Context: an optimization exercise on an open-source flow, tuned for small area, a short achievable clock period and few clock cycles per item. The choices shown serve that exercise and are no tape-out recipe.
In this exercise RTL edits were held to simulation tests only and were not proved equivalent to the original.

## config.mk

```make
export PLATFORM = sky130hd
export DESIGN_NAME = ascon
export DESIGN_NICKNAME = ascon
export VERILOG_FILES = /design/flow/design.v
export SDC_FILE = /design/flow/constraint.sdc
export NUM_CORES = 4
export LEC_CHECK = 0
export CAP_MARGIN = 20
export CORE_MARGIN = 2
export CORE_UTILIZATION = 40
export SLEW_MARGIN = 20
export SETUP_SLACK_MARGIN = 6.5
export BUFFER_PORTS_ARGS = -buffer_cell sky130_fd_sc_hd__buf_1
export CTS_ARGS = -sink_clustering_enable -repair_clock_nets -dont_use_dummy_load -sink_clustering_size 16 -sink_clustering_max_diameter 100
export ADDER_MAP_FILE =
```

## constraint.sdc

```tcl
create_clock -name core_clock -period 10.0 [get_ports {clock}]
set_input_delay 2.0000 -clock core_clock [delete_from_list [all_inputs] [get_ports {clock}]]
set_output_delay 2.0000 -clock core_clock [all_outputs]
set_load 0.01 [all_outputs]
```

## design.v

```verilog
`timescale 1ns / 1ps
module ascon_fsm #(
    parameter int G_ROUNDS = 2
) (
    input  logic       clock,
    input  logic       reset_n,
    input  logic       i_sys_enable,
    input  logic       i_start,
    input  logic       i_data_valid,
    output logic       o_run,            
    output logic       o_hold,           
    output logic       o_load,           
    output logic [3:0] o_round,          
    output logic       o_xor_data,       
    output logic       o_xor_key_hi,     
    output logic       o_xor_key_lo,     
    output logic       o_xor_lsb,        
    output logic       o_want,           
    output logic       o_valid_cipher,
    output logic       o_done
);
    logic       running;                 
    logic [2:0] block;                   
    logic       have;                    
    logic       n_running;
    logic [3:0] n_round;
    logic [2:0] n_block;
    logic       n_want;
    logic       n_have;
    logic       n_valid;
    logic       n_done;
    logic       last;
    logic       n_last;
    logic       n_final;
    assign last    = (o_round == 4'(12 - G_ROUNDS));
    assign n_last  = (n_round == 4'(12 - G_ROUNDS));
    assign n_final = (n_block == 3'd5);
    logic n_stall;                       
    logic n_absorb;                      
    assign n_stall  = n_running && n_last && !n_final && !n_have;
    assign n_absorb = n_running && n_last && !n_final && n_have;
    always_comb begin
        n_running = running;
        n_round   = o_round;
        n_block   = block;
        n_want    = o_want;
        n_have    = have;
        n_valid   = 1'b0;
        n_done    = 1'b0;
        if (!i_sys_enable) begin
            n_running = 1'b0;
            n_want    = 1'b0;
            n_have    = 1'b0;
        end
        else if (!running) begin
            if (i_start) begin
                n_running = 1'b1;
                n_round   = 4'd0;
                n_block   = 3'd0;
                n_want    = 1'b1;
                n_have    = 1'b0;
            end
        end
        else begin
            if (o_want && i_data_valid) begin
                n_want = 1'b0;
                n_have = 1'b1;
            end
            if (!last) begin
                n_round = o_round + 4'(G_ROUNDS);
            end
            else if (block == 3'd5) begin
                n_running = 1'b0;
                n_done    = 1'b1;
            end
            else if (have) begin
                n_round = (block == 3'd4) ? 4'd0 : 4'd6;
                n_block = block + 3'd1;
                n_have  = 1'b0;
                n_want  = (block != 3'd4);
                n_valid = (block != 3'd0);
            end
        end
    end
    always_ff @(posedge clock or negedge reset_n) begin
        if (!reset_n) begin
            running        <= 1'b0;
            o_round        <= 4'd0;
            block          <= 3'd0;
            o_want         <= 1'b0;
            have           <= 1'b0;
            o_valid_cipher <= 1'b0;
            o_done         <= 1'b0;
            o_run          <= 1'b0;
            o_hold         <= 1'b0;
            o_load         <= 1'b1;
            o_xor_data     <= 1'b1;
            o_xor_key_hi   <= 1'b1;
            o_xor_key_lo   <= 1'b0;
            o_xor_lsb      <= 1'b0;
        end
        else begin
            running        <= n_running;
            o_round        <= n_round;
            block          <= n_block;
            o_want         <= n_want;
            have           <= n_have;
            o_valid_cipher <= n_valid;
            o_done         <= n_done;
            o_run          <= n_running && !n_stall;
            o_hold         <= n_stall;
            o_load         <= !n_running;
            o_xor_data     <= !n_running || (n_absorb);
            o_xor_key_hi   <= !n_running || (n_absorb && (n_block == 3'd4));
            o_xor_key_lo   <= n_running && n_last && ((n_absorb && (n_block == 3'd0)) || n_final);
            o_xor_lsb      <= n_absorb && (n_block == 3'd1);
        end
    end
endmodule
`timescale 1ns / 1ps
module addition_layer
(
    input  logic [  3:0] i_round,
    input  logic [319:0] i_state,
    output logic [319:0] o_state
);
    assign o_state[319:136] = i_state[319:136];
    assign o_state[135:128] = i_state[135:128] ^ {~i_round, i_round};
    assign o_state[127:0]   = i_state[127:0];
endmodule
`timescale 1ns / 1ps
module sbox
(
    input  logic [4:0] i_data,
    output logic [4:0] o_data
);
    logic a0, a1, a2, a3, a4;
    logic b0, b1, b2, b3, b4;
    assign a0 = i_data[4] ^ i_data[0];
    assign a1 = i_data[3];
    assign a2 = i_data[2] ^ i_data[3];
    assign a3 = i_data[1];
    assign a4 = i_data[0] ^ i_data[1];
    assign b0 = a0 ^ (~a1 & a2);
    assign b1 = a1 ^ (~a2 & a3);
    assign b2 = a2 ^ (~a3 & a4);
    assign b3 = a3 ^ (~a4 & a0);
    assign b4 = a4 ^ (~a0 & a1);
    assign o_data[4] = b0 ^ b4;
    assign o_data[3] = b1 ^ b0;
    assign o_data[2] = ~b2;
    assign o_data[1] = b3 ^ b2;
    assign o_data[0] = b4;
endmodule
`timescale 1ns / 1ps
module substitution_layer
(
    input  logic [319:0] i_state,
    output logic [319:0] o_state
);
    for (genvar i = 0; i < 64; i++) begin : g_sbox
        sbox sbox_i (
            .i_data({i_state[256+i], i_state[192+i], i_state[128+i], i_state[64+i], i_state[i]}),
            .o_data({o_state[256+i], o_state[192+i], o_state[128+i], o_state[64+i], o_state[i]})
        );
    end
endmodule
`timescale 1ns / 1ps
module diffusion_layer
(
    input  logic [319:0] i_state,
    output logic [319:0] o_state
);
    logic [63:0] x0, x1, x2, x3, x4;
    assign {x0, x1, x2, x3, x4} = i_state;
    assign o_state[319:256] = x0 ^ {x0[18:0], x0[63:19]} ^ {x0[27:0], x0[63:28]};
    assign o_state[255:192] = x1 ^ {x1[60:0], x1[63:61]} ^ {x1[38:0], x1[63:39]};
    assign o_state[191:128] = x2 ^ {x2[0], x2[63:1]} ^ {x2[5:0], x2[63:6]};
    assign o_state[127:64]  = x3 ^ {x3[9:0], x3[63:10]} ^ {x3[16:0], x3[63:17]};
    assign o_state[63:0]    = x4 ^ {x4[6:0], x4[63:7]} ^ {x4[40:0], x4[63:41]};
endmodule
`timescale 1ns / 1ps
module permutation #(
    parameter int G_ROUNDS = 2
) (
    input  logic [319:0] i_state,
    input  logic [  3:0] i_round,
    input  logic         i_enable,     
    output logic [319:0] o_state
);
    logic [320*(G_ROUNDS+1)-1:0] s;
    assign s[319:0] = i_state;
    for (genvar i = 0; i < G_ROUNDS; i++) begin : g_round
        logic [  3:0] r;
        logic [319:0] added;
        logic [319:0] substituted;
        logic [319:0] gated;
        if ((G_ROUNDS & (G_ROUNDS - 1)) == 0) begin : g_or
            assign r = i_round | 4'(i);
        end
        else begin : g_add
            assign r = i_round + 4'(i);
        end
        addition_layer addition_layer_i (
            .i_round(r),
            .i_state(s[320*i+:320]),
            .o_state(added)
        );
        substitution_layer substitution_layer_i (
            .i_state(added),
            .o_state(substituted)
        );
        if (i == G_ROUNDS - 1) begin : g_gate
            assign gated = substituted & {320{i_enable}};
        end
        else begin : g_pass
            assign gated = substituted;
        end
        diffusion_layer diffusion_layer_i (
            .i_state(gated),
            .o_state(s[320*(i+1)+:320])
        );
    end
    assign o_state = s[320*G_ROUNDS+:320];
endmodule
`timescale 1ns / 1ps
module ascon
(
    input  logic         clock,
    input  logic         reset_n,
    input  logic         i_sys_enable,
    input  logic         i_start,
    input  logic         i_data_valid,
    input  logic [ 63:0] i_data,
    input  logic [127:0] i_key,
    input  logic [127:0] i_nonce,
    output logic [ 63:0] o_cipher,
    output logic [127:0] o_tag,
    output logic         o_valid_cipher,
    output logic         o_done,
    output logic         o_ready
);
    localparam int K = 1;   
    logic [319:0] state;
    logic [319:0] round_out;
    logic [319:0] mask;
    logic         run;
    logic         hold;
    logic         load;
    logic [  3:0] round;
    logic         xor_data;
    logic         xor_key_hi;
    logic         xor_key_lo;
    logic         xor_lsb;
    logic         want;
    logic         valid_q;
    logic         done_q;
    permutation #(.G_ROUNDS(K)) permutation_inst (
        .i_state(state),
        .i_round(round),
        .i_enable(run),
        .o_state(round_out)
    );
    assign mask = {
        (i_data & {64{xor_data}}) | (state[319:256] & {64{hold}}),
        (i_key & {128{xor_key_hi}}) | (state[255:128] & {128{hold}}),
        (i_key & {128{xor_key_lo}}) | (i_nonce & {128{load}}) | (state[127:0] & {128{hold}})
    } ^ {319'd0, xor_lsb};
    always_ff @(posedge clock) begin
        state <= round_out ^ mask;
    end
    ascon_fsm #(.G_ROUNDS(K)) ascon_fsm_inst (
        .clock         (clock),
        .reset_n       (reset_n),
        .i_sys_enable  (i_sys_enable),
        .i_start       (i_start),
        .i_data_valid  (i_data_valid),
        .o_run         (run),
        .o_hold        (hold),
        .o_load        (load),
        .o_round       (round),
        .o_xor_data    (xor_data),
        .o_xor_key_hi  (xor_key_hi),
        .o_xor_key_lo  (xor_key_lo),
        .o_xor_lsb     (xor_lsb),
        .o_want        (want),
        .o_valid_cipher(valid_q),
        .o_done        (done_q)
    );
    assign o_cipher       = state[319:256];
    assign o_tag          = state[127:0];
    assign o_valid_cipher = valid_q;
    assign o_done         = done_q;
    assign o_ready        = want;
endmodule
```

## flow/run.sh

```bash
#!/bin/bash
# The standard layout (standard.sh) with these changes:
# - synthesis is synth_recipe.tcl with its ABC mapping script replaced by
#   flow/abc_area.script (an area-recovering mapping); everything else in
#   synthesis, the flip-flops included, is as in the standard synthesis,
#   except that no half or full adders are extracted (ADDER_MAP_FILE empty);
# - the port buffers are inserted as the smallest buffer (timing repair
#   upsizes them where needed);
# - clock tree synthesis inserts no dummy loads and uses larger sink clusters.
# Each tool's output goes to standard.log and ORFS's own logs under orfs/logs.
set -e
export MY_ABC_SCRIPT="$PWD/flow/abc_area.script"
{
  echo 'proc abc {args} { set i [lsearch -exact $args -script]; if {$i >= 0} { lset args [expr {$i + 1}] $::env(MY_ABC_SCRIPT) }; yosys abc {*}$args }'
  cat synth_recipe.tcl
} > my_synth.tcl
sed "s#SYNTH_SCRIPT=[^ ]*synth_recipe.tcl#SYNTH_SCRIPT=$PWD/my_synth.tcl#" standard.sh > my_standard.sh
grep -q "my_synth.tcl" my_standard.sh
echo "export SETUP_SLACK_MARGIN = 6.5" >> config.mk
echo "export BUFFER_PORTS_ARGS = -buffer_cell sky130_fd_sc_hd__buf_1" >> config.mk
echo "export CTS_ARGS = -sink_clustering_enable -repair_clock_nets -dont_use_dummy_load -sink_clustering_size 16 -sink_clustering_max_diameter 100" >> config.mk
echo "export ADDER_MAP_FILE =" >> config.mk
bash my_standard.sh > standard.log 2>&1
```

## flow/abc_area.script

```
strash
&get -n
&st
&dch
&nf -R 1000
&put
topo
stime -c
```

## standard.sh

```bash
#!/bin/bash
# synth_recipe.tcl (not shown) runs the flow's synth.tcl, then flattens the netlist and writes it again
# the make line also repeats each setting of config.mk as NAME=value (left out here)
make -C /OpenROAD-flow-scripts/flow DESIGN_CONFIG=/design/flow/config.mk WORK_HOME=/design/flow/orfs CLKGATE_MAP_FILE= SYNTH_SCRIPT=/design/flow/synth_recipe.tcl "${@:-finish}"
```

==> results of run 1 <==
-- cell usage in the layout, fill, tap and decap left out, types with 83 or more instances in the layout --
cell type	n
buf_1	517
o21ai_0	237
a222oi_1	128
nand2b_1	175
xor2_1	313
xnor2_1	1002
a22oi_1	193
a21oi_1	179
nand2_1	278
nor2_1	83
dfxtp_1	320
-- worst paths after layout --
| kind | start | endpoint | slack, ps | cells past startpoint |
|---|---|---|---|---|
| worst max-delay path | ascon_fsm_inst.o_run | state[237] | 6500 | 6 |
| worst min-delay path | state[135] | state[135] | 620 | 2 |
| worst max register to register | ascon_fsm_inst.o_run | state[237] | 6500 | 6 |
| worst min register to register | state[135] | state[135] | 620 | 2 |
| max in group asynchronous | reset_n | ascon_fsm_inst.o_run | 8280 | 1 |
| min in group asynchronous | reset_n | ascon_fsm_inst.o_want | 1360 | 1 |
-- kinds of logic (layout without fill, tap and decap cells) --
kind of cell | Yosys count | in the layout
compound gates | 808 | 808
mux | 4 | 4
buf+inv | 201 | 582
simple gates | 562 | 562
flops | 339 | 339
other cells | 0 | 5
xor+xnor | 1315 | 1315
fa+ha+maj | 2 | 2
-- layer usage --
| metal | track usage, % | part of all wire, % |
|---|---|---|
| met5 | 0 | 0.0088 |
| met4 | 20.5 | 6.4 |
| met3 | 5.57 | 9.2 |
| met2 | 56.0 | 43 |
| met1 | 49.2 | 41 |
-- flip-flops by register name, summed over array words and instances (netlist names) --
| signal | cells |
|---|---|
| ascon_fsm_inst.running | 1 |
| ascon_fsm_inst.o_run | 1 |
| ascon_fsm_inst.o_xor_key_hi | 1 |
| ascon_fsm_inst.block | 3 |
| ascon_fsm_inst.o_valid_cipher | 1 |
| ascon_fsm_inst.o_xor_lsb | 1 |
| ascon_fsm_inst.o_done | 1 |
| ascon_fsm_inst.o_hold | 1 |
| ascon_fsm_inst.have | 1 |
| ascon_fsm_inst.o_xor_key_lo | 1 |
| ascon_fsm_inst.o_load | 1 |
| ascon_fsm_inst.o_want | 1 |
| ascon_fsm_inst.o_xor_data | 1 |
| ascon_fsm_inst.o_round | 4 |
| state | 320 |
-- final cells by class --
cell class / instances / area (µm²) / area share, %
diodes: 5 / 12.5 / 0.0411
clock buffers: 25 / 626 / 2.05
inverters: 9 / 33.8 / 0.111
multi-input cells: 2691 / 19600 / 64.1
flip-flops and latches: 339 / 6900 / 22.7
well taps: 931 / 1160 / 3.82
repair buffers: 548 / 2180 / 7.17
-- tightest hold or removal path: cells and delay by family (launching register included) --
kind                      cells  cell delay, ps
xor gates and xnor gates      1             130
AOI/OAI and AO/OA             1             100
DFF                           1             350
-- repair_timing --
| action | CTS | global route |
|---|---|---|
| hold endpoints to repair | 0 | 0 |
| endpoints found under the setup margin | 0 | 12 |
| resized for setup | 0 | 3 |
-- stage by stage --
step / area (µm²) / worst slack [ps] / utilization [%] / instances / hold WS [ps]
3_3_place_gp: 29800 / 6060 / 43.3 / 4516 / 592
5_1_grt: 30500 / 6500 / 44.3 / 4545 / 643
3_5_place_dp: 29800 / 6090 / 43.3 / 4517 / 608
6_report: 30500 / 6500 / 44.3 / 4548 / 621
2_1_floorplan: 27900 / 6570 / - / 3231 / 546
4_1_cts: 30400 / 6520 / 44.2 / 4542 / 621
==> results.cfg, run 1 <==
[timing]
finalHoldViolations = 0
finalSetupViolations = 0
rsz0062_at_grt = false
tightest_slew_ps = 1280
timing.fmax_ghz = 0.286
tns_ps = 0
maxSlewHeadroom_pct = 14.8
drv_slew = 0
clock_skew_ps = 26.5
fin_crit_sh_pct = 35.0
period_minus_slack_ps = 3500

[synthesis]
synth_compound_area_share_pct = 19.1
synthCells = 3231
synth_top_cell_by_area = xnor2_1
synthAdderAreaFrac_pct = 0.0718
ys_seq_elements = 339
synth-main-ff-cell = dfxtp_1
synth_top_family_by_area = XOR/XNOR gates
synthArstFlopShare_pct = 5.60
yosys-top-cells-area = xnor2_1, dfxtp_1, xor2_1
ys_types = 35
synth_fp_nets = 3556
synth_edf_count = 0
synth_common_cells = xnor2_1, dfxtp_1, xor2_1
yosysTopAreaCellShare_pct = 31.5
synth_most_common_cell = xnor2_1
syn_area_per_cell_um2 = 8.63
synth_xor_area_share_pct = 41.3
muxShareOfSynthArea_pct = 0.144
synth-simple-area-share_pct = 9.38
ys_seq_area_share_pct = 24.7
ys_warn_count = 2
syn_area_um2 = 27900

[global_routing]
grtUsageTotal_pct = 36.6
grt_max_degree = 193
grt_pass1_vias = 23780
grt_overflow = 0
antenna_found_initial = 6
grt_pass1_wl_um = 184000

[worst_setup_path]
cp.required_ps = 10490
worst-path-buf-inv = 2
slowest_delay_ps = 860
worstPathCellList = buf_4, buf_4, o21ai_0, a21oi_1, xnor2_1, xnor2_1
crit_path_top_delay_cell = a21oi_1
cp_top_family = buffers and inverters
crit_fanout = 77
timing_worst_setup_path_type = reg -> reg
worstPathArrival_ps = 3980
start_kind = flip-flop
end_kind = flip-flop

[placement]
portBuffers = 519
dp_hpwl_um = 111000
place.gp.congestion = 1.05

[routing]
wirelength_um = 137000
first_pass_iters = 8
drt_iter0_markers = 4037
wire_per_inst_um = 30.0
drc = 0
vias = 26520
viasPerCell = 5.83
ant_nets = 0

[floorplanning]
coreArea_um2 = 68800
pin_count = 520
die_area_um2 = 71900
die_x_um = 268
placement_rows = 96
start_util_pct = 40.5
die_h_um = 268

[flow_run]
cap_violations = 0

[min_path]
worst_hold_path_type = reg -> reg

[clocking]
cts_sinks = 339
clk_path_buf_depth = 3
clockRootBuffer = clkbuf_16
clk_latency_ps = 600
cts_tree = done
post_cts_buffers = 0
cts-buffers-inserted = 25
hold_buffers = 0
cts_max_level = 1
path_clk_slew_ps = 80

[layout]
drive_gt1_share_pct = 1.80
num-fill-cells = 7137
finalNetCount = 3939
area_growth_syn_to_layout_pct = 9.24

[run_status]
outcome = timing/DRC/antenna clean
Testbench counts, summed over its fixed seeds: cycles 9,416, messages 192.
==> inputs of run 2 (changes only) <==
--- a/design.v
+++ b/design.v
@@ -17,2 +17,3 @@
     output logic       o_xor_lsb,        
+    output logic [7:0] o_constant,       
     output logic       o_want,           
@@ -41,2 +42,5 @@
     assign n_absorb = n_running && n_last && !n_final && n_have;
+    logic [3:0] next_round;
+    assign next_round = last ? ((block == 3'd4) ? 4'd0 : 4'd6) : (o_round + 4'(G_ROUNDS));
+    assign o_constant = o_load ? 8'hF0 : (o_run ? {~next_round, next_round} : 8'h00);
     always_comb begin
@@ -203,7 +207,12 @@
         end
-        addition_layer addition_layer_i (
-            .i_round(r),
-            .i_state(s[320*i+:320]),
-            .o_state(added)
-        );
+        if (i == 0) begin : g_no_constant
+            assign added = s[320*i+:320];
+        end
+        else begin : g_constant
+            addition_layer addition_layer_i (
+                .i_round(r),
+                .i_state(s[320*i+:320]),
+                .o_state(added)
+            );
+        end
         substitution_layer substitution_layer_i (
@@ -254,2 +263,3 @@
     logic         xor_lsb;
+    logic [  7:0] constant;
     logic         want;
@@ -267,3 +277,3 @@
         (i_key & {128{xor_key_lo}}) | (i_nonce & {128{load}}) | (state[127:0] & {128{hold}})
-    } ^ {319'd0, xor_lsb};
+    } ^ {184'd0, constant, 127'd0, xor_lsb};
     always_ff @(posedge clock) begin
@@ -285,2 +295,3 @@
         .o_xor_lsb     (xor_lsb),
+        .o_constant    (constant),
         .o_want        (want),
--- a/flow/run.sh
+++ b/flow/run.sh
@@ -18,3 +18,3 @@
 grep -q "my_synth.tcl" my_standard.sh
-echo "export SETUP_SLACK_MARGIN = 6.5" >> config.mk
+echo "export SETUP_SLACK_MARGIN = 6.8" >> config.mk
 echo "export BUFFER_PORTS_ARGS = -buffer_cell sky130_fd_sc_hd__buf_1" >> config.mk
--- a/config.mk
+++ b/config.mk
@@ -11,3 +11,3 @@
 export SLEW_MARGIN = 20
-export SETUP_SLACK_MARGIN = 6.5
+export SETUP_SLACK_MARGIN = 6.8
 export BUFFER_PORTS_ARGS = -buffer_cell sky130_fd_sc_hd__buf_1
==> results.cfg, run 2 <==
[timing]
finalHoldViolations = 0
holdWs_ps = 574
fin_crit_sh_pct = 32.0
timing.fmax_ghz = 0.312
finalSetupViolations = 0
rsz0062_at_grt = true
tightest_slew_ps = 1250
maxSlewHeadroom_pct = 17.0
tns_ps = 0
drv_slew = 0
period_minus_slack_ps = 3200
clock_skew_ps = 39.7

[clocking]
clockRootBuffer = clkbuf_16
path_clk_slew_ps = 80
cts_tree = done
cts_max_level = 1
clk_path_buf_depth = 3
cts-buffers-inserted = 25
cts_sinks = 339
clk_latency_ps = 600

[layout]
largest_register_ffs = 320
largest_register = state
area_growth_syn_to_layout_pct = 11.5
stdcell_count = 4562
drive_gt1_share_pct = 9.21
stdcell_area_um2 = 31100
mostFrequentLayoutCell = xnor2_1
reg.largest.list = state x320, ascon_fsm_inst.o_round x4, ascon_fsm_inst.block x3
finalNetCount = 3954
final_cell_mix = xnor2_1, buf_1, xor2_1
num-fill-cells = 7021

[global_routing]
grt_max_degree = 181
grtUsageTotal_pct = 36.7
grt_pass1_vias = 23989
grt_overflow = 0
antenna_found_initial = 6
grt_pass1_wl_um = 185000

[floorplanning]
pin_count = 520
die_h_um = 268
start_util_pct = 40.5
die_area_um2 = 71900
placement_rows = 96
coreArea_um2 = 68800
die_x_um = 268

[synthesis]
yosys-top-cells-area = xnor2_1, dfxtp_1, xor2_1
synth_top_cell_by_area = xnor2_1
ys_warn_count = 2
syn_area_per_cell_um2 = 8.60
synth_edf_count = 0
ys_seq_elements = 339
synthArstFlopShare_pct = 5.60
ys_seq_area_share_pct = 24.7
synth_most_common_cell = xnor2_1
synth-simple-area-share_pct = 9.43
yosysTopAreaCellShare_pct = 31.7
synth_xor_area_share_pct = 40.6
synth_fp_nets = 3570
synth_common_cells = xnor2_1, dfxtp_1, xor2_1
syn_area_um2 = 27900
synthAdderAreaFrac_pct = 0
muxShareOfSynthArea_pct = 0
synthCells = 3245
synth_compound_area_share_pct = 20.1
synth_top_family_by_area = XOR/XNOR gates
ys_types = 29
synth-main-ff-cell = dfxtp_1

[worst_setup_path]
cp.required_ps = 8000
crit_fanout = 7
worst-path-buf-inv = 1
crit_path_top_delay_cell = dfxtp_2
start_kind = flip-flop
timing_worst_setup_path_type = reg -> out
slowest_delay_ps = 400
cp_top_family = flip-flops
worstPathCellList = buf_2
end_kind = primary output
worstPathArrival_ps = 1200

[routing]
viasPerCell = 5.86
wirelength_um = 137000
ant_nets = 0
drc = 0
wire_per_inst_um = 30.0
first_pass_iters = 9
drt_iter0_markers = 3866
vias = 26737

[min_path]
worst_hold_path_type = reg -> reg

[placement]
place_inst = 4528
dpl_cell_area_um2 = 29800
place.gp.congestion = 1.03
dp_hpwl_um = 110000
portBuffers = 519

[flow_run]
cap_violations = 0

[run_status]
outcome = timing/DRC/antenna clean
## run 2: timing repair
item	in CTS	in global routing
setup endpoints to repair	224	50
gates resized for setup	292	50
hold buffers	0	0
cloned	1	0
pin swaps	0	3
setup buffers	1	3
## run 2: worst register-to-register path: stages (launching register included)
cell and delay, ps:
dfrtp_4 1090, buf_12 690, a22oi_1 670, xnor2_1 470
xnor2_1 170
## run 2: final timing paths
| kind | end | from | slack, ps | depth (start not counted) |
|---|---|---|---|---|
| worst min register to register | ascon_fsm_inst.o_round[3] | ascon_fsm_inst.o_round[3] | 570 | 2 |
| worst max register to register | state[307] | ascon_fsm_inst.o_hold | 6850 | 4 |
| worst max-delay path | o_tag[90] | state[90] | 6800 | 1 |
| max in group asynchronous | ascon_fsm_inst.o_xor_key_lo | reset_n | 8240 | 1 |
| worst min-delay path | ascon_fsm_inst.o_round[3] | ascon_fsm_inst.o_round[3] | 570 | 2 |
| min in group asynchronous | ascon_fsm_inst.o_round[2] | reset_n | 1380 | 1 |
## run 2: metrics by stage
step / util, % / setup slack, ps
2_1_floorplan: - / 6690
5_1_grt: 45.2 / 6710
4_1_cts: 45.0 / 6660
3_5_place_dp: 43.3 / 6100
3_3_place_gp: 43.3 / 6160
6_report: 45.2 / 6800
## run 2: kinds of logic after synthesis
group / after synthesis
XOR/XNOR: 1293
AO/OA/AOI/OAI: 857
AND/OR/NAND/NOR: 561
flip-flops: 339
buffers and inverters: 195
## run 2: layout make-up
class	instances	area [µm²]	area share, %
inverters	3	11.3	0.0362
flip-flops and latches	339	7300	23.5
clock buffers	25	626	2.01
well taps	931	1160	3.75
repair buffers	549	2340	7.51
multi-input cells	2711	19600	63.2
diodes	4	10.0	0.0322
## run 2: per-layer routing
layer | global-route usage (%) | up-vias | part of all wire [%]
li1 | - | 11931 | -
met1 | 48.0 | 12852 | 38
met2 | 55.2 | 1635 | 43
met3 | 7.30 | 313 | 11
met4 | 23.0 | 6 | 7.3
met5 | 0 | - | 0.025
Testbench counts of run 2, summed over its fixed seeds: cycles 9,416, messages 192.
==> inputs of run 3 (changes only) <==
--- a/flow/run.sh
+++ b/flow/run.sh
@@ -18,3 +18,3 @@
 grep -q "my_synth.tcl" my_standard.sh
-echo "export SETUP_SLACK_MARGIN = 6.8" >> config.mk
+echo "export SETUP_SLACK_MARGIN = 7.0" >> config.mk
 echo "export BUFFER_PORTS_ARGS = -buffer_cell sky130_fd_sc_hd__buf_1" >> config.mk
--- a/config.mk
+++ b/config.mk
@@ -11,3 +11,3 @@
 export SLEW_MARGIN = 20
-export SETUP_SLACK_MARGIN = 6.8
+export SETUP_SLACK_MARGIN = 7.0
 export BUFFER_PORTS_ARGS = -buffer_cell sky130_fd_sc_hd__buf_1
==> results.cfg, run 3 <==
[run_status]
outcome = timing/DRC/antenna clean

[layout]
drive_gt1_share_pct = 18.1
num-fill-cells = 6678
area_growth_syn_to_layout_pct = 23.4
largest_register = state
reg.largest.list = state x320, ascon_fsm_inst.o_round x4, ascon_fsm_inst.block x3
mostFrequentLayoutCell = xnor2_1
seq_area_um2 = 7610
finalNetCount = 4160
largest_register_ffs = 320
stdcell_count = 4769
final_cell_mix = xnor2_1, buf_1, xor2_1
multi_input_area_um2 = 19700

[synthesis]
synthArstFlopShare_pct = 5.60
syn_area_per_cell_um2 = 8.60
yosys-top-cells-area = xnor2_1, dfxtp_1, xor2_1
syn_area_um2 = 27900
ys_seq_elements = 339
synth_common_cells = xnor2_1, dfxtp_1, xor2_1
synth_top_cell_by_area = xnor2_1
synth-main-ff-cell = dfxtp_1
synth_edf_count = 0
yosysTopAreaCellShare_pct = 31.7
ys_warn_count = 2
synthCells = 3245
ys_types = 29
synth_fp_nets = 3570
ys_seq_area_share_pct = 24.7
synth_most_common_cell = xnor2_1

[placement]
portBuffers = 519
pre_cts_ws_ps = 6100
dp_hpwl_um = 110000
place.gp.congestion = 1.03
place_inst = 4528

[routing]
viasPerCell = 5.89
vias = 28106
drc = 0
first_pass_iters = 9
wirelength_um = 144000
ant_nets = 0
drt_iter0_markers = 4486
wire_per_inst_um = 30.3

[worst_setup_path]
worstPathArrival_ps = 1140
start_kind = flip-flop
timing_worst_setup_path_type = reg -> out
slowest_delay_ps = 400
rr_worst_depth = 5
worst-path-buf-inv = 1
worstPathCellList = buf_6
rrSetupSlack_ps = 7040
crit_fanout = 3
rr_endpoint = state[93]
end_kind = primary output
crit_path_top_delay_cell = dfxtp_4
cp_top_family = flip-flops
cp.required_ps = 8000
timing.rr.start = ascon_fsm_inst.o_run

[timing]
tightest_slew_ps = 1270
finalSetupViolations = 0
drv_slew = 0
tns_ps = 0
timing.fmax_ghz = 0.319
fin_crit_sh_pct = 31.4
finalHoldViolations = 0
rsz0062_at_grt = true
period_minus_slack_ps = 3140
clock_skew_ps = 45.9
setup_ws_ps = 6860
holdWs_ps = 581
maxSlewHeadroom_pct = 15.1

[clocking]
clockRootBuffer = clkbuf_16
cts-buffers-inserted = 25
path_clk_slew_ps = 80
cts_max_level = 1
clk_latency_ps = 610
clk_path_buf_depth = 3
hold_buffers = 0
cts_sinks = 339
cts_tree = done

[floorplanning]
die_x_um = 268
die_h_um = 268
start_util_pct = 40.5
die_area_um2 = 71900
placement_rows = 96
pin_count = 520
coreArea_um2 = 68800

[min_path]
min_to = ascon_fsm_inst.o_round[2]
hold_depth = 1
worst_hold_path_type = reg -> reg
hold_path.startpoint = ascon_fsm_inst.o_round[2]

[flow_run]
cap_violations = 0

[global_routing]
grtUsageTotal_pct = 38.6
grt_overflow = 0
grt_max_degree = 181
grt_pass1_wl_um = 195000
antenna_found_initial = 5
grt_pass1_vias = 25567
==> run 3: cell counts after synthesis <==
No cell type changed its count.
==> run 3: timing repair <==
item / 4_1_cts / 5_1_grt
buffers inserted: 194 / 16
cloned: 1 / 0
pin swaps: 2 / 5
gates resized for setup: 835 / 26
setup endpoints to repair: 322 / 304
==> run 3: worst max path at each step <==
stage	to	slack, ps	start	cells after the start
after floorplan	ascon_fsm_inst.o_xor_key_lo	6690	i_start	7
after global placement	ascon_fsm_inst.o_xor_key_lo	6160	i_sys_enable	10
after detailed placement	ascon_fsm_inst.o_xor_key_lo	6100	i_sys_enable	10
after CTS	o_cipher[5]	6800	state[261]	1
after global routing	ascon_fsm_inst.o_xor_key_lo	6800	i_start	8
final	o_cipher[5]	6860	state[261]	1
==> run 3: routing by layer <==
metal | global-route usage (%) | routed length (µm)
met1 | 49.0 | 53500
met2 | 58.4 | 61400
met3 | 8.25 | 17200
met4 | 26.8 | 12200
met5 | 0 | 22
==> run 3: logic make-up (layout without fill, tap and decap cells) <==
family	after synthesis	in the layout	share of synthesized area [%]
xor gates and xnor gates	1293	1293	40.6
other	0	5	0
AOI/OAI and AO/OA	857	857	20.1
and+or+nand+nor	561	561	9.43
DFF	339	339	24.7
buffers and inverters	195	783	5.21
==> run 3: metrics by stage <==
step	utilization [%]	instance area [µm²]
2_1_floorplan	-	27900
3_3_place_gp	43.3	29800
3_5_place_dp	43.3	29800
4_1_cts	49.7	34200
5_1_grt	50.0	34400
6_report	50.0	34400
==> run 3: area by class of cell <==
cell class              instances  share of cell area (%)
multi-input cells            2711                    57.3
well taps                     931                    3.38
inverters                       3                  0.0327
diodes                          5                  0.0363
clock buffers                  25                    1.82
flip-flops and latches        339                    22.1
repair buffers                755                    15.3
==> inputs of run 4 (changes only) <==
--- a/flow/run.sh
+++ b/flow/run.sh
@@ -18,3 +18,3 @@
 grep -q "my_synth.tcl" my_standard.sh
-echo "export SETUP_SLACK_MARGIN = 7.0" >> config.mk
+echo "export SETUP_SLACK_MARGIN = 6.8" >> config.mk
 echo "export BUFFER_PORTS_ARGS = -buffer_cell sky130_fd_sc_hd__buf_1" >> config.mk
--- a/config.mk
+++ b/config.mk
@@ -10,4 +10,5 @@
 export CORE_UTILIZATION = 40
+export GPL_ROUTABILITY_DRIVEN = 0
 export SLEW_MARGIN = 20
-export SETUP_SLACK_MARGIN = 7.0
+export SETUP_SLACK_MARGIN = 6.8
 export BUFFER_PORTS_ARGS = -buffer_cell sky130_fd_sc_hd__buf_1
==> results.cfg, run 4 <==
[timing]
rsz0062_at_grt = true
clock_skew_ps = 23.9
drv_slew = 0
fin_crit_sh_pct = 32.1
finalSetupViolations = 0
tns_ps = 0
tightest_slew_ps = 1260
timing.fmax_ghz = 0.311
maxSlewHeadroom_pct = 16.1
period_minus_slack_ps = 3210
finalHoldViolations = 0

[synthesis]
synth_fp_nets = 3570
ys_seq_area_share_pct = 24.7
ys_warn_count = 2
syn_area_per_cell_um2 = 8.60
ys_types = 29
syn_area_um2 = 27900
synth_edf_count = 0
synth_common_cells = xnor2_1, dfxtp_1, xor2_1
synthArstFlopShare_pct = 5.60
synth-main-ff-cell = dfxtp_1
synth_top_cell_by_area = xnor2_1
yosys-top-cells-area = xnor2_1, dfxtp_1, xor2_1
ys_seq_elements = 339
synthCells = 3245
yosysTopAreaCellShare_pct = 31.7
synth_most_common_cell = xnor2_1

[floorplanning]
die_area_um2 = 71900
coreArea_um2 = 68800
die_h_um = 268
placement_rows = 96
pin_count = 520
start_util_pct = 40.5
die_x_um = 268

[clocking]
cts_tree = done
cts_max_level = 1
cts_sinks = 339
hold_buffers = 0
path_clk_slew_ps = 80
clockRootBuffer = clkbuf_16
clk_latency_ps = 580
cts-buffers-inserted = 25
clk_path_buf_depth = 3

[worst_setup_path]
end_kind = primary output
timing_worst_setup_path_type = reg -> out
worstPathCellList = buf_2
crit_path_top_delay_cell = dfxtp_2
start_kind = flip-flop
crit_fanout = 6
worst-path-buf-inv = 1
slowest_delay_ps = 450
worstPathArrival_ps = 1210
cp.required_ps = 8000
cp_top_family = flip-flops

[routing]
wire_per_inst_um = 29.7
ant_nets = 0
wirelength_um = 136000
first_pass_iters = 10
drt_iter0_markers = 4366
viasPerCell = 5.91
drc = 0
vias = 26936

[layout]
seq_area_um2 = 7250
final_util_pct = 44.9
area_growth_syn_to_layout_pct = 10.9
largest_register = state
mostFrequentLayoutCell = xnor2_1
largest_register_ffs = 320
stdcell_area_um2 = 30900
stdcell_count = 4555
final_cell_mix = xnor2_1, buf_1, xor2_1
drive_gt1_share_pct = 8.98
finalNetCount = 3947
multi_input_area_um2 = 19600
reg.largest.list = state x320, ascon_fsm_inst.o_round x4, ascon_fsm_inst.block x3
num-fill-cells = 7022

[placement]
portBuffers = 519
dpl_cell_area_um2 = 29800
dp_hpwl_um = 109000
place_inst = 4523

[global_routing]
antenna_found_initial = 8
grt_pass1_vias = 24236
grt_pass1_wl_um = 184000
grt_overflow = 0
grtUsageTotal_pct = 36.2
grt_max_degree = 187

[run_status]
outcome = timing/DRC/antenna clean

[flow_run]
cap_violations = 0

[min_path]
worst_hold_path_type = reg -> reg
run 4: cell counts after synthesis:
No cell type changed its count.
run 4: layout make-up:
class,count,area share [%]
antenna,4,0.0324
clock buffer,25,2.02
inverter,3,0.0364
multi-input combinational,2711,63.4
sequential,339,23.4
tap,931,3.77
timing repair buffer,542,7.31
run 4: what timing repair did:
| action | in CTS | in global routing |
|---|---|---|
| pin swaps | 0 | 1 |
| resized for setup | 264 | 52 |
| setup buffers | 0 | 2 |
| setup endpoints to repair | 184 | 52 |
run 4: final timing paths:
kind	startpoint	endpoint	slack [ps]	cells past startpoint
max	state[38]	o_tag[38]	6790	1
min	ascon_fsm_inst.o_round[3]	ascon_fsm_inst.o_round[3]	560	2
max reg2reg	ascon_fsm_inst.o_run	state[266]	6820	5
min reg2reg	ascon_fsm_inst.o_round[3]	ascon_fsm_inst.o_round[3]	560	2
max in group asynchronous	reset_n	ascon_fsm_inst.o_xor_key_hi	8150	2
min in group asynchronous	reset_n	ascon_fsm_inst.o_valid_cipher	1310	1
run 4: per-stage QoR:
step	hold WS, ps	worst slack (ps)
after floorplan	500	6690
after global placement	539	6190
after detailed placement	535	6180
after CTS	553	6710
after global routing	575	6790
final	555	6790
run 4: cells by family (layout without fill, tap and decap cells):
logic type,after synthesis,after routing,synth area share [%]
other,0,4,0
buffers and inverters,195,570,5.21
and+or+nand+nor,561,561,9.43
xor gates and xnor gates,1293,1293,40.6
DFF,339,339,24.7
AOI/OAI and AO/OA,857,857,20.1
run 4: per-layer routing:
metal | up-vias | part of all wire (%) | GRT usage, %
met2 | 1786 | 43 | 55.9
li1 | 11928 | - | -
met1 | 12895 | 38 | 46.5
met3 | 319 | 12 | 8.05
met4 | 8 | 6.7 | 20.9
met5 | - | 0.038 | 0
run 4: tightest hold or removal path, delay by kind of cell, from the launching register on:
kind | cells | cell delay (ps)
flip-flops | 1 | 410
AND/OR/NAND/NOR | 2 | 120
==> inputs of run 5 (changes only) <==
--- a/design.v
+++ b/design.v
@@ -10,2 +10,3 @@
     output logic       o_run,            
+    output logic       o_run_n,          
     output logic       o_hold,           
@@ -98,2 +99,3 @@
             o_run          <= 1'b0;
+            o_run_n        <= 1'b1;
             o_hold         <= 1'b0;
@@ -114,2 +116,3 @@
             o_run          <= n_running && !n_stall;
+            o_run_n        <= !n_running || n_stall;
             o_hold         <= n_stall;
@@ -192,2 +195,3 @@
     input  logic         i_enable,     
+    input  logic         i_enable_n,   
     output logic [319:0] o_state
@@ -222,3 +226,3 @@
         if (i == G_ROUNDS - 1) begin : g_gate
-            assign gated = substituted & {320{i_enable}};
+            assign gated = {substituted[319:128] & {192{i_enable}}, substituted[127:0] & ~{128{i_enable_n}}};
         end
@@ -256,2 +260,3 @@
     logic         run;
+    logic         run_n;
     logic         hold;
@@ -271,2 +276,3 @@
         .i_enable(run),
+        .i_enable_n(run_n),
         .o_state(round_out)
@@ -288,2 +294,3 @@
         .o_run         (run),
+        .o_run_n       (run_n),
         .o_hold        (hold),
--- a/config.mk
+++ b/config.mk
@@ -10,3 +10,2 @@
 export CORE_UTILIZATION = 40
-export GPL_ROUTABILITY_DRIVEN = 0
 export SLEW_MARGIN = 20
==> results.cfg, run 5 <==
[run_status]
outcome = timing/DRC/antenna clean

[clocking]
clk_path_buf_depth = 3
clk_latency_ps = 630
hold_buffers = 0
path_clk_slew_ps = 80
cts_tree = done
cts-buffers-inserted = 26
cts_max_level = 1
clockRootBuffer = clkbuf_16
cts_sinks = 340

[timing]
finalHoldViolations = 0
timing.fmax_ghz = 0.305
maxSlewHeadroom_pct = 11.5
holdWs_ps = 559
clock_skew_ps = 66.9
tns_ps = 0
fin_crit_sh_pct = 32.8
rsz0062_at_grt = true
tightest_slew_ps = 1320
finalSetupViolations = 0
period_minus_slack_ps = 3280
drv_slew = 0

[worst_setup_path]
timing_worst_setup_path_type = reg -> reg
worst-path-buf-inv = 2
cp.required_ps = 10510
end_kind = flip-flop
crit_fanout = 139
cp_top_family = compound AO/OA/AOI/OAI gates
worstPathCellList = buf_12, buf_16, a222oi_1, xnor2_2, xnor2_1
start_kind = flip-flop
critPathLaunch = ascon_fsm_inst.o_hold
slowest_delay_ps = 1090
timing.rr.start = ascon_fsm_inst.o_hold
crit_path_top_delay_cell = a222oi_1
worstPathArrival_ps = 3790

[routing]
ant_nets = 0
drc = 0
drt_iter0_markers = 4278
viasPerCell = 5.87
wire_per_inst_um = 30.7
wirelength_um = 143000
first_pass_iters = 10
vias = 27426

[layout]
final_cell_mix = xnor2_1, buf_1, o21ai_0
largest_register_ffs = 320
largest_register = state
finalNetCount = 4058
stdcell_count = 4673
drive_gt1_share_pct = 10.6
reg.largest.list = state x320, ascon_fsm_inst.o_round x4, ascon_fsm_inst.block x3
area_growth_syn_to_layout_pct = 13.1
mostFrequentLayoutCell = xnor2_1
num-fill-cells = 7226

[floorplanning]
die_h_um = 269
placement_rows = 97
die_area_um2 = 72600
start_util_pct = 40.3
die_x_um = 269
coreArea_um2 = 69900
pin_count = 520

[global_routing]
grt_pass1_wl_um = 194000
use_met3_pct = 7.60
antenna_found_initial = 3
grt_max_degree = 139
grt_overflow = 0
grt.busiest_layer = met2
grt_pass1_vias = 24789
use_met1_pct = 48.4
grtUsageTotal_pct = 37.6
use_met2_pct = 57.6

[synthesis]
synthArstFlopShare_pct = 5.88
synth_most_common_cell = xnor2_1
yosys-top-cells-area = xnor2_1, dfxtp_1, xor2_1
syn_area_um2 = 28200
synth_top_cell_by_area = xnor2_1
ys_warn_count = 2
synth_edf_count = 0
ys_types = 30
synth-main-ff-cell = dfxtp_1
yosysTopAreaCellShare_pct = 35.7
synth_fp_nets = 3638
ys_seq_area_share_pct = 24.5
synthCells = 3313
syn_area_per_cell_um2 = 8.51
ys_seq_elements = 340
synth_common_cells = xnor2_1, dfxtp_1, o21ai_0

[flow_run]
cap_violations = 0

[placement]
place.gp.congestion = 1.07
portBuffers = 519
place_inst = 4622
dp_hpwl_um = 115000

[min_path]
worst_hold_path_type = reg -> reg
hold_path.startpoint = ascon_fsm_inst.o_round[3]
-- run 5: cell count changes in the layout (fill, tap and decap cells not counted), sizes merged, moves of 18 or more --
cell	previous run	this run
nor2	76	247
xnor2	1011	1149
xor2	282	188
nand2	274	209
nor2b	0	65
o211ai	64	0
a21oi	200	143
nand2b	194	148
clkbuf	39	63
a211oi	1	19
buf	528	546
-- run 5: cell families after synthesis --
group	Yosys count	synth area share (%)
buf+inv	198	5.19
simple gates	683	11.1
compound gates	755	17.7
xor+xnor	1337	41.5
flops	340	24.5
-- run 5: through the flow --
stage / util, % / worst slack [ps] / cell area (µm²)
after floorplan: - / 6780 / 28200
after global placement: 43.3 / 6220 / 30300
after detailed placement: 43.3 / 6220 / 30300
after CTS: 45.2 / 6780 / 31600
after global routing: 45.6 / 6750 / 31900
final: 45.6 / 6720 / 31900
-- run 5: what timing repair did --
item,in CTS,in global routing
cloned,1,1
pin swaps,2,1
setup buffers,9,10
resized for setup,327,73
endpoints found under the setup margin,234,82
-- run 5: final timing paths --
| path | to | slack, ps | cells past startpoint |
|---|---|---|---|
| setup / recovery | state[38] | 6720 | 5 |
| hold / removal | ascon_fsm_inst.o_round[3] | 560 | 2 |
| setup reg to reg | state[38] | 6720 | 5 |
| hold reg to reg | ascon_fsm_inst.o_round[3] | 560 | 2 |
| max in group asynchronous | ascon_fsm_inst.o_run | 8230 | 1 |
| min in group asynchronous | ascon_fsm_inst.o_want | 1380 | 1 |
-- run 5: worst reg2reg max path, cell delays in order, from the launching register on --
cell      delay [ps]
dfrtp_4          680
buf_12           330
buf_16           550
a222oi_1        1170
xnor2_2          280
xnor2_1          210
-- run 5: cell type report --
cell class              instances  area [µm²]  share of cell area, %
clock buffers                  26         651                   2.04
diodes                          2        5.00                 0.0157
repair buffers                584        2710                   8.49
multi-input cells            2775       19900                   62.5
inverters                       6        25.0                 0.0785
flip-flops and latches        340        7400                   23.2
well taps                     940        1180                   3.69
-- run 5: routing by layer --
metal	vias to the layer above	share of wire (%)
met2	1791	43
met3	341	11
li1	12060	-
met5	-	0.017
met1	13230	38
met4	4	7.4
Testbench counts of run 5, summed over its fixed seeds: cycles 9,416, messages 192.
==> inputs of run 6 (changes only) <==
--- a/design.v
+++ b/design.v
@@ -26,2 +26,3 @@
     logic       have;                    
+    logic       taken;                   
     logic       n_running;
@@ -31,2 +32,3 @@
     logic       n_have;
+    logic       n_taken;
     logic       n_valid;
@@ -51,3 +53,4 @@
         n_want    = o_want;
-        n_have    = have;
+        n_have    = have || taken;
+        n_taken   = 1'b0;
         n_valid   = 1'b0;
@@ -70,4 +73,4 @@
             if (o_want && i_data_valid) begin
-                n_want = 1'b0;
-                n_have = 1'b1;
+                n_want  = 1'b0;
+                n_taken = 1'b1;
             end
@@ -96,2 +99,3 @@
             have           <= 1'b0;
+            taken          <= 1'b0;
             o_valid_cipher <= 1'b0;
@@ -113,2 +117,3 @@
             have           <= n_have;
+            taken          <= n_taken;
             o_valid_cipher <= n_valid;
==> results.cfg, run 6 <==
[floorplanning]
pin_count = 520
die_h_um = 270
placement_rows = 97
start_util_pct = 40.4
die_x_um = 270
die_area_um2 = 72700
coreArea_um2 = 69900

[layout]
reg.largest.list = state x320, ascon_fsm_inst.o_round x4, ascon_fsm_inst.block x3
area_growth_syn_to_layout_pct = 12.2
drive_gt1_share_pct = 9.87
largest_register = state
largest_register_ffs = 320
stdcell_count = 4664
num-fill-cells = 7201
seq_area_um2 = 7400
multi_input_area_um2 = 19900
mostFrequentLayoutCell = xnor2_1
finalNetCount = 4047
final_cell_mix = xnor2_1, buf_1, o21ai_0, nor2_1, nand2_1

[placement]
place_inst = 4624
place.gp.congestion = 1.02
dp_hpwl_um = 113000
portBuffers = 519

[synthesis]
synthCells = 3316
ys_seq_area_share_pct = 24.6
synth_fp_nets = 3641
yosys-top-cells-area = xnor2_1, dfxtp_1, xor2_1
synthArstFlopShare_pct = 6.16
synth-main-ff-cell = dfxtp_1
ys_types = 37
yosysTopAreaCellShare_pct = 35.8
synth_common_cells = xnor2_1, dfxtp_1, o21ai_0
synth_most_common_cell = xnor2_1
synth_top_cell_by_area = xnor2_1
ys_seq_elements = 341
syn_area_um2 = 28200
synth_edf_count = 0
syn_area_per_cell_um2 = 8.52
ys_warn_count = 2

[routing]
first_pass_iters = 9
ant_nets = 0
drt_iter0_markers = 4337
drc = 0
wire_per_inst_um = 30.2
vias = 27250
viasPerCell = 5.84
wirelength_um = 141000

[clocking]
cts-buffers-inserted = 26
cts_tree = done
clk_latency_ps = 620
clockRootBuffer = clkbuf_16
cts_max_level = 1
cts_sinks = 341
path_clk_slew_ps = 80
clk_path_buf_depth = 3
hold_buffers = 0

[global_routing]
grt_overflow = 0
grt_max_degree = 195
grt_pass1_vias = 24415
antenna_found_initial = 6
grtUsageTotal_pct = 36.8
grt_pass1_wl_um = 191000

[worst_setup_path]
worstPathCellList = clkbuf_4, nand2_4, a21oi_1, o21ai_1, o21ai_2, nand3b_1, nand2b_4, or2_4, or4_4, a21oi_2
crit_path_top_delay_cell = or4_4
cp.required_ps = 10520
slowest_delay_ps = 420
timing.rr.start = ascon_fsm_inst.o_run_n
worstPathArrival_ps = 3820
rr_endpoint = state[33]
critPathLaunch = i_sys_enable
start_kind = input port
end_kind = flip-flop
rr_worst_depth = 5
rrSetupSlack_ps = 6760
timing_worst_setup_path_type = in -> reg
crit_end = ascon_fsm_inst.o_xor_key_lo
crit_fanout = 9

[timing]
drv_slew = 0
rsz0062_at_grt = true
tightest_slew_ps = 1320
timing.fmax_ghz = 0.302
maxSlewHeadroom_pct = 11.7
fin_crit_sh_pct = 33.1
finalSetupViolations = 0
tns_ps = 0
finalHoldViolations = 0
clock_skew_ps = 41.7
period_minus_slack_ps = 3310

[run_status]
outcome = timing/DRC/antenna clean

[flow_run]
cap_violations = 0

[min_path]
worst_hold_path_type = reg -> reg
-- run 6: final cells by class --
cell class              instances  area share (%)
multi-input cells            2778            62.9
flip-flops and latches        341            23.4
repair buffers                570            7.85
well taps                     940            3.71
clock buffers                  26            2.05
inverters                       5          0.0632
diodes                          4          0.0316
-- run 6: cells by family (layout without fill, tap and decap cells) --
family                    after synthesis  count (layout)  share of synthesized area [%]
buffers and inverters                 197             601                           5.17
muxes                                   1               1                         0.0354
DFF                                   341             341                           24.6
and+or+nand+nor                       688             688                           11.2
other                                   0               4                              0
AOI/OAI and AO/OA                     748             748                           17.5
xor gates and xnor gates             1341            1341                           41.6
-- run 6: how the worst min path moves through the flow --
stage | from | to | slack, ps | depth (start not counted)
after floorplan | ascon_fsm_inst.taken | ascon_fsm_inst.have | 540 | 2
after global placement | ascon_fsm_inst.o_want | ascon_fsm_inst.taken | 540 | 2
after detailed placement | ascon_fsm_inst.o_want | ascon_fsm_inst.taken | 530 | 2
after CTS | ascon_fsm_inst.o_want | ascon_fsm_inst.taken | 560 | 2
after global routing | ascon_fsm_inst.o_want | ascon_fsm_inst.taken | 600 | 2
final | ascon_fsm_inst.o_want | ascon_fsm_inst.taken | 540 | 2
-- run 6: routing by layer --
metal	track usage, %	vias up	share of wire [%]
met5	0	-	0.019
met2	55.2	1770	42
li1	-	12034	-
met3	7.45	348	11
met1	48.7	13094	39
met4	22.1	4	7.3
-- run 6: metrics by stage --
stage	cell area [µm²]	setup slack [ps]	hold slack, ps	utilization (%)
floorplan	28300	6460	535	-
detailed placement	30300	5700	533	43.4
global route	31700	6630	599	45.3
finish	31700	6690	543	45.3
CTS	31500	6650	556	45.0
global placement	30300	5690	543	43.4
-- run 6: repair_timing --
item                                    in CTS  in global routing
buffers inserted                             3                  6
gates resized for setup                    303                 70
endpoints found under the setup margin     221                 68
pin swaps                                    1                  5
-- run 6: worst max-delay path, delay by kind of cell --
family | cells | cell delay [ps]
and+or+nand+nor | 5 | 1040
buffers and inverters | 1 | 190
AOI/OAI and AO/OA | 4 | 580
Testbench counts of run 6, summed over its fixed seeds: cycles 9,416, messages 192.
==> inputs of run 7 (changes only) <==
--- a/design.v
+++ b/design.v
@@ -10,3 +10,2 @@
     output logic       o_run,            
-    output logic       o_run_n,          
     output logic       o_hold,           
@@ -26,3 +25,2 @@
     logic       have;                    
-    logic       taken;                   
     logic       n_running;
@@ -32,3 +30,2 @@
     logic       n_have;
-    logic       n_taken;
     logic       n_valid;
@@ -53,4 +50,3 @@
         n_want    = o_want;
-        n_have    = have || taken;
-        n_taken   = 1'b0;
+        n_have    = have;
         n_valid   = 1'b0;
@@ -73,4 +69,4 @@
             if (o_want && i_data_valid) begin
-                n_want  = 1'b0;
-                n_taken = 1'b1;
+                n_want = 1'b0;
+                n_have = 1'b1;
             end
@@ -99,3 +95,2 @@
             have           <= 1'b0;
-            taken          <= 1'b0;
             o_valid_cipher <= 1'b0;
@@ -103,3 +98,2 @@
             o_run          <= 1'b0;
-            o_run_n        <= 1'b1;
             o_hold         <= 1'b0;
@@ -117,3 +111,2 @@
             have           <= n_have;
-            taken          <= n_taken;
             o_valid_cipher <= n_valid;
@@ -121,3 +114,2 @@
             o_run          <= n_running && !n_stall;
-            o_run_n        <= !n_running || n_stall;
             o_hold         <= n_stall;
@@ -200,3 +192,2 @@
     input  logic         i_enable,     
-    input  logic         i_enable_n,   
     output logic [319:0] o_state
@@ -231,3 +222,3 @@
         if (i == G_ROUNDS - 1) begin : g_gate
-            assign gated = {substituted[319:128] & {192{i_enable}}, substituted[127:0] & ~{128{i_enable_n}}};
+            assign gated = substituted;
         end
@@ -265,3 +256,2 @@
     logic         run;
-    logic         run_n;
     logic         hold;
@@ -281,3 +271,2 @@
         .i_enable(run),
-        .i_enable_n(run_n),
         .o_state(round_out)
@@ -290,3 +279,3 @@
     always_ff @(posedge clock) begin
-        state <= round_out ^ mask;
+        state <= (round_out & {320{run}}) ^ mask;
     end
@@ -299,3 +288,2 @@
         .o_run         (run),
-        .o_run_n       (run_n),
         .o_hold        (hold),
==> results.cfg, run 7 <==
[worst_setup_path]
cp_top_family = compound AO/OA/AOI/OAI gates
start_kind = input port
worst-path-buf-inv = 1
crit_fanout = 8
cp.required_ps = 10470
crit_path_top_delay_cell = or4_4
slowest_delay_ps = 440
end_kind = flip-flop
rr_endpoint = state[262]
worstPathArrival_ps = 3970
rrSetupSlack_ps = 6800
worstPathCellList = buf_2, o21ai_4, a221o_1, nand4_1, a2111oi_2, nand2_1, or4_4, a2111oi_4
timing.rr.start = state[226]
timing_worst_setup_path_type = in -> reg
rr_worst_depth = 6

[timing]
clock_skew_ps = 45.2
finalHoldViolations = 0
tightest_slew_ps = 1250
fin_crit_sh_pct = 35.0
maxSlewHeadroom_pct = 15.9
timing.fmax_ghz = 0.286
tns_ps = 0
rsz0062_at_grt = true
setup_ws_ps = 6500
finalSetupViolations = 0
period_minus_slack_ps = 3500
drv_slew = 0

[layout]
mostFrequentLayoutCell = xnor2_1
num-fill-cells = 7202
largest_register = state
finalNetCount = 3978
drive_gt1_share_pct = 9.67
seq_area_um2 = 7380
area_growth_syn_to_layout_pct = 12.0
multi_input_area_um2 = 20100
final_cell_mix = xnor2_1, xor2_1, nand2_1
reg.largest.list = state x320, ascon_fsm_inst.o_round x4, ascon_fsm_inst.block x3
stdcell_count = 4592
largest_register_ffs = 320

[routing]
ant_nets = 0
wire_per_inst_um = 27.7
first_pass_iters = 9
drt_iter0_markers = 3636
vias = 25755
viasPerCell = 5.61
wirelength_um = 127000
drc = 0

[global_routing]
grt_pass1_vias = 23615
antenna_found_initial = 4
grt_pass1_wl_um = 175000
grt_overflow = 0
grt_max_degree = 97
grtUsageTotal_pct = 33.1

[synthesis]
synth_fp_nets = 3576
syn_area_um2 = 28300
synthArstFlopShare_pct = 5.60
synth_common_cells = xnor2_1, xor2_1, nand2_1
synth-main-ff-cell = dfxtp_1
yosysTopAreaCellShare_pct = 28.7
syn_area_per_cell_um2 = 8.71
ys_seq_elements = 339
ys_warn_count = 2
synth_edf_count = 0
ys_types = 31
ys_seq_area_share_pct = 24.3
synth_most_common_cell = xnor2_1
synth_top_cell_by_area = xnor2_1
yosys-top-cells-area = xnor2_1, dfxtp_1, xor2_1
synthCells = 3251

[clocking]
path_clk_slew_ps = 70
cts_sinks = 339
clk_latency_ps = 620
cts-buffers-inserted = 26
cts_tree = done
hold_buffers = 0
clockRootBuffer = clkbuf_16
cts_max_level = 1
clk_path_buf_depth = 3

[floorplanning]
pin_count = 520
die_h_um = 270
die_area_um2 = 72900
placement_rows = 97
coreArea_um2 = 70000
die_x_um = 270
start_util_pct = 40.4

[placement]
dp_hpwl_um = 104000
pre_cts_ws_ps = 5570
portBuffers = 519
place.gp.congestion = 1.04
place_inst = 4562

[min_path]
hold_depth = 2
worst_hold_path_type = reg -> reg
min_to = state[0]
hold_path.startpoint = ascon_fsm_inst.o_xor_lsb

[flow_run]
cap_violations = 0

[run_status]
outcome = timing/DRC/antenna clean
[run 7: changes by cell type in the layout (fill, tap and decap cells not counted), sizes merged, moves of 125 or more]
cell	change
nand2	+247
nand2b	-142
nor2	-227
nor2b	+125
o21ai	-138
xnor2	-228
xor2	+370
[run 7: how the worst max path moves through the flow]
| stage | cells after the start | slack [ps] | to | from |
|---|---|---|---|---|
| after floorplan | 8 | 6250 | ascon_fsm_inst.o_xor_key_lo | i_start |
| after global placement | 9 | 5600 | ascon_fsm_inst.o_xor_key_lo | i_sys_enable |
| after detailed placement | 9 | 5570 | ascon_fsm_inst.o_xor_key_lo | i_sys_enable |
| after CTS | 8 | 6520 | ascon_fsm_inst.o_xor_key_lo | i_start |
| after global routing | 8 | 6390 | ascon_fsm_inst.o_xor_key_lo | i_start |
| final | 8 | 6500 | ascon_fsm_inst.o_xor_key_lo | i_start |
[run 7: timing repair]
action                                  CTS  global route
buffers inserted                          2             1
endpoints found under the setup margin  256           166
gates resized for setup                 296            77
pin swaps                                 4             0
hold endpoints to repair                  0             0
[run 7: per-stage QoR]
stage / utilization [%] / area (µm²) / hold WS (ps)
3_5_place_dp: 43.4 / 30400 / 603
2_1_floorplan: - / 28300 / 535
4_1_cts: 45.0 / 31500 / 612
5_1_grt: 45.3 / 31700 / 628
6_report: 45.3 / 31700 / 593
3_3_place_gp: 43.4 / 30400 / 597
[run 7: worst register-to-register path: stages (launching register included)]
cell and delay [ps]:
dfxtp_1 430, o21ai_0 130, xnor2_1 950, xnor2_1 510
xnor2_1 570, nand2_1 240, xor2_1 230
[run 7: final cells by class]
| cell class | instances | share of cell area (%) |
|---|---|---|
| Antenna cell | 1 | 0.00789 |
| Tap cell | 940 | 3.71 |
| Sequential cell | 339 | 23.3 |
| Multi-Input combinational cell | 2715 | 63.2 |
| Timing Repair Buffer | 566 | 7.66 |
| Clock buffer | 26 | 2.05 |
| Inverter | 5 | 0.0592 |
[run 7: cell families after synthesis]
family          Yosys count  share of synthesized area [%]
flops                   339                           24.3
compound gates          479                           12.5
xor+xnor               1483                           45.9
buf+inv                 197                           5.16
simple gates            753                           12.1
[run 7: metal layers]
layer	GRT usage [%]	wire, µm
met2	52.2	56800
met1	44.3	51600
met5	0	42
met3	4.82	11900
met4	16.0	7050
Testbench counts of run 7, summed over its fixed seeds: cycles 9,416, messages 192.
==> inputs of run 8 (changes only) <==
--- a/design.v
+++ b/design.v
@@ -222,3 +222,3 @@
         if (i == G_ROUNDS - 1) begin : g_gate
-            assign gated = substituted;
+            assign gated = substituted & {320{i_enable}};
         end
@@ -279,3 +279,3 @@
     always_ff @(posedge clock) begin
-        state <= (round_out & {320{run}}) ^ mask;
+        state <= round_out ^ mask;
     end
--- a/flow/run.sh
+++ b/flow/run.sh
@@ -18,3 +18,3 @@
 grep -q "my_synth.tcl" my_standard.sh
-echo "export SETUP_SLACK_MARGIN = 6.8" >> config.mk
+echo "export SETUP_SLACK_MARGIN = 6.7" >> config.mk
 echo "export BUFFER_PORTS_ARGS = -buffer_cell sky130_fd_sc_hd__buf_1" >> config.mk
--- a/config.mk
+++ b/config.mk
@@ -11,3 +11,3 @@
 export SLEW_MARGIN = 20
-export SETUP_SLACK_MARGIN = 6.8
+export SETUP_SLACK_MARGIN = 6.7
 export BUFFER_PORTS_ARGS = -buffer_cell sky130_fd_sc_hd__buf_1
==> results.cfg, run 8 <==
[timing]
finalHoldViolations = 0
maxSlewHeadroom_pct = 13.8
rsz0062_at_grt = false
holdWs_ps = 570
fin_crit_sh_pct = 33.1
finalSetupViolations = 0
drv_slew = 0
tns_ps = 0
period_minus_slack_ps = 3310
tightest_slew_ps = 1290
clock_skew_ps = 41.7
timing.fmax_ghz = 0.302

[placement]
place_inst = 4528
portBuffers = 519
dpl_cell_area_um2 = 29800
dp_hpwl_um = 110000
place.gp.congestion = 1.03

[clocking]
hold_buffers = 0
path_clk_slew_ps = 80
cts-buffers-inserted = 25
cts_tree = done
clockRootBuffer = clkbuf_16
cts_sinks = 339
clk_latency_ps = 600
cts_max_level = 1
clk_path_buf_depth = 3

[worst_setup_path]
start_kind = flip-flop
crit_fanout = 7
timing.rr.start = ascon_fsm_inst.o_run
cp.required_ps = 8000
critical_path_depth = 1
cp_top_family = flip-flops
crit_end = o_tag[90]
critPathLaunch = state[90]
worstPathCellList = buf_2
rr_endpoint = state[284]
timing_worst_setup_path_type = reg -> out
worstPathArrival_ps = 1310
crit_path_top_delay_cell = dfxtp_1
end_kind = primary output
slowest_delay_ps = 470
worst-path-buf-inv = 1
rrSetupSlack_ps = 6780
rr_worst_depth = 6

[synthesis]
synth_common_cells = xnor2_1, dfxtp_1, xor2_1
syn_area_um2 = 27900
synth_edf_count = 0
synthArstFlopShare_pct = 5.60
synth_fp_nets = 3570
ys_warn_count = 2
ys_seq_area_share_pct = 24.7
yosysTopAreaCellShare_pct = 31.7
synth-main-ff-cell = dfxtp_1
synthCells = 3245
yosys-top-cells-area = xnor2_1, dfxtp_1, xor2_1
ys_seq_elements = 339
synth_top_cell_by_area = xnor2_1
ys_types = 29
syn_area_per_cell_um2 = 8.60
synth_most_common_cell = xnor2_1

[routing]
drt_iter0_markers = 4103
wirelength_um = 137000
viasPerCell = 5.87
first_pass_iters = 9
vias = 26779
drc = 0
wire_per_inst_um = 30.0
ant_nets = 0

[layout]
mostFrequentLayoutCell = xnor2_1
largest_register = state
stdcell_count = 4559
final_cell_mix = xnor2_1, buf_1, xor2_1
largest_register_ffs = 320
stdcell_area_um2 = 30700
final_util_pct = 44.6
drive_gt1_share_pct = 5.16
num-fill-cells = 7050
reg.largest.list = state x320, ascon_fsm_inst.o_round x4, ascon_fsm_inst.block x3
finalNetCount = 3951
area_growth_syn_to_layout_pct = 10.1

[floorplanning]
die_x_um = 268
start_util_pct = 40.5
die_area_um2 = 71900
coreArea_um2 = 68800
pin_count = 520
placement_rows = 96
die_h_um = 268

[global_routing]
grt_max_degree = 181
grtUsageTotal_pct = 36.4
antenna_found_initial = 7
grt_pass1_wl_um = 184000
grt_overflow = 0
grt_pass1_vias = 23752

[min_path]
worst_hold_path_type = reg -> reg

[run_status]
outcome = timing/DRC/antenna clean

[flow_run]
cap_violations = 0
==> run 8: cell count changes after synthesis, moves of 48 or more <==
cell      delta
nand2b_1   +188
nand2_1    -178
o211ai_1    +64
a21oi_1    +178
xor2_1     -274
nor2b_1    -190
nor3_1      -59
xnor2_1     +84
o21ai_0    +136
nor2_1      +48
==> run 8: per-layer routing <==
layer | up-vias | track usage [%] | part of all wire [%] | wire length (µm)
met1 | 12838 | 48.1 | 39 | 53600
met2 | 1704 | 55.0 | 43 | 58600
met5 | - | 0 | 0.034 | 47
met3 | 305 | 6.52 | 11 | 14700
li1 | 11924 | - | - | -
met4 | 8 | 22.3 | 7.1 | 9710
==> run 8: cell type report <==
class	instances	area, µm²	share of cell area (%)
clock buffers	25	626	2.04
multi-input cells	2711	19700	64.0
inverters	3	11.3	0.0367
diodes	4	10.0	0.0326
repair buffers	546	2240	7.29
well taps	931	1160	3.79
flip-flops and latches	339	7000	22.8
==> run 8: metrics by stage <==
step	worst slack [ps]
floorplan	6690
global placement	6160
detailed placement	6100
CTS	6660
global route	6700
finish	6690
==> run 8: worst min-delay path by stage <==
stage / from / to / slack, ps / depth (start not counted)
after global placement: ascon_fsm_inst.o_round[3] / ascon_fsm_inst.o_round[3] / 570 / 2
after detailed placement: ascon_fsm_inst.o_round[3] / ascon_fsm_inst.o_round[3] / 550 / 2
after floorplan: ascon_fsm_inst.o_round[3] / ascon_fsm_inst.o_round[3] / 500 / 2
after CTS: ascon_fsm_inst.o_round[3] / ascon_fsm_inst.o_round[3] / 570 / 2
after global routing: ascon_fsm_inst.o_round[3] / ascon_fsm_inst.o_round[3] / 610 / 2
final: ascon_fsm_inst.o_round[3] / ascon_fsm_inst.o_round[3] / 570 / 2
==> run 8: repair_timing <==
item	4_1_cts	5_1_grt
gates cloned	0	1
buffers inserted	0	1
endpoints found under the setup margin	71	115
resized for setup	73	52
pin swaps	0	0
==> run 8: kinds of logic after synthesis <==
kind of cell / synth area share (%)
compound gates: 20.1
flops: 24.7
simple gates: 9.43
buf+inv: 5.21
xor+xnor: 40.6
Testbench counts of run 8, summed over its fixed seeds: cycles 9,416, messages 192.

==> re-timing with driven ports <==
No port has a modelled driver above. Below, the same layouts with a new extraction and two added sets of constraints.
Step 1, drivers: a clkbuf_16 drives clock and a buf_2 each remaining input, both assumed.
Step 2, shift: input delay + t, output delay - t, t = (earliest + latest rising clock arrival at the registers) / 2. This alone moves slack from input paths to output paths.
a / b / c = ideal ports / drivers / drivers and shift; a / b = the first two.
run	t (ns)	setup WS [ns]	worst setup path at the end	pins driven straight from the clock port
run 1	0.651	6.504 / 6.485 / 6.093	input to register	1
run 2	0.645	6.796 / 6.730 / 6.235	input to register	1
run 3	0.653	6.864 / 6.796 / 6.259	input to register	1
run 4	0.643	6.788 / 6.718 / 6.283	input to register	1
run 5	0.663	6.716 / 6.716 / 6.196	input to register	1
run 6	0.662	6.694 / 6.710 / 6.048	input to register	1
run 7	0.664	6.500 / 6.548 / 5.884	input to register	1
run 8	0.649	6.691 / 6.625 / 6.222	input to register	1
After both steps setup and hold are still met in every run listed. The setup slack of run 6, which loses most, moves by +0.016 ns with the drivers and by -0.646 ns with both steps.
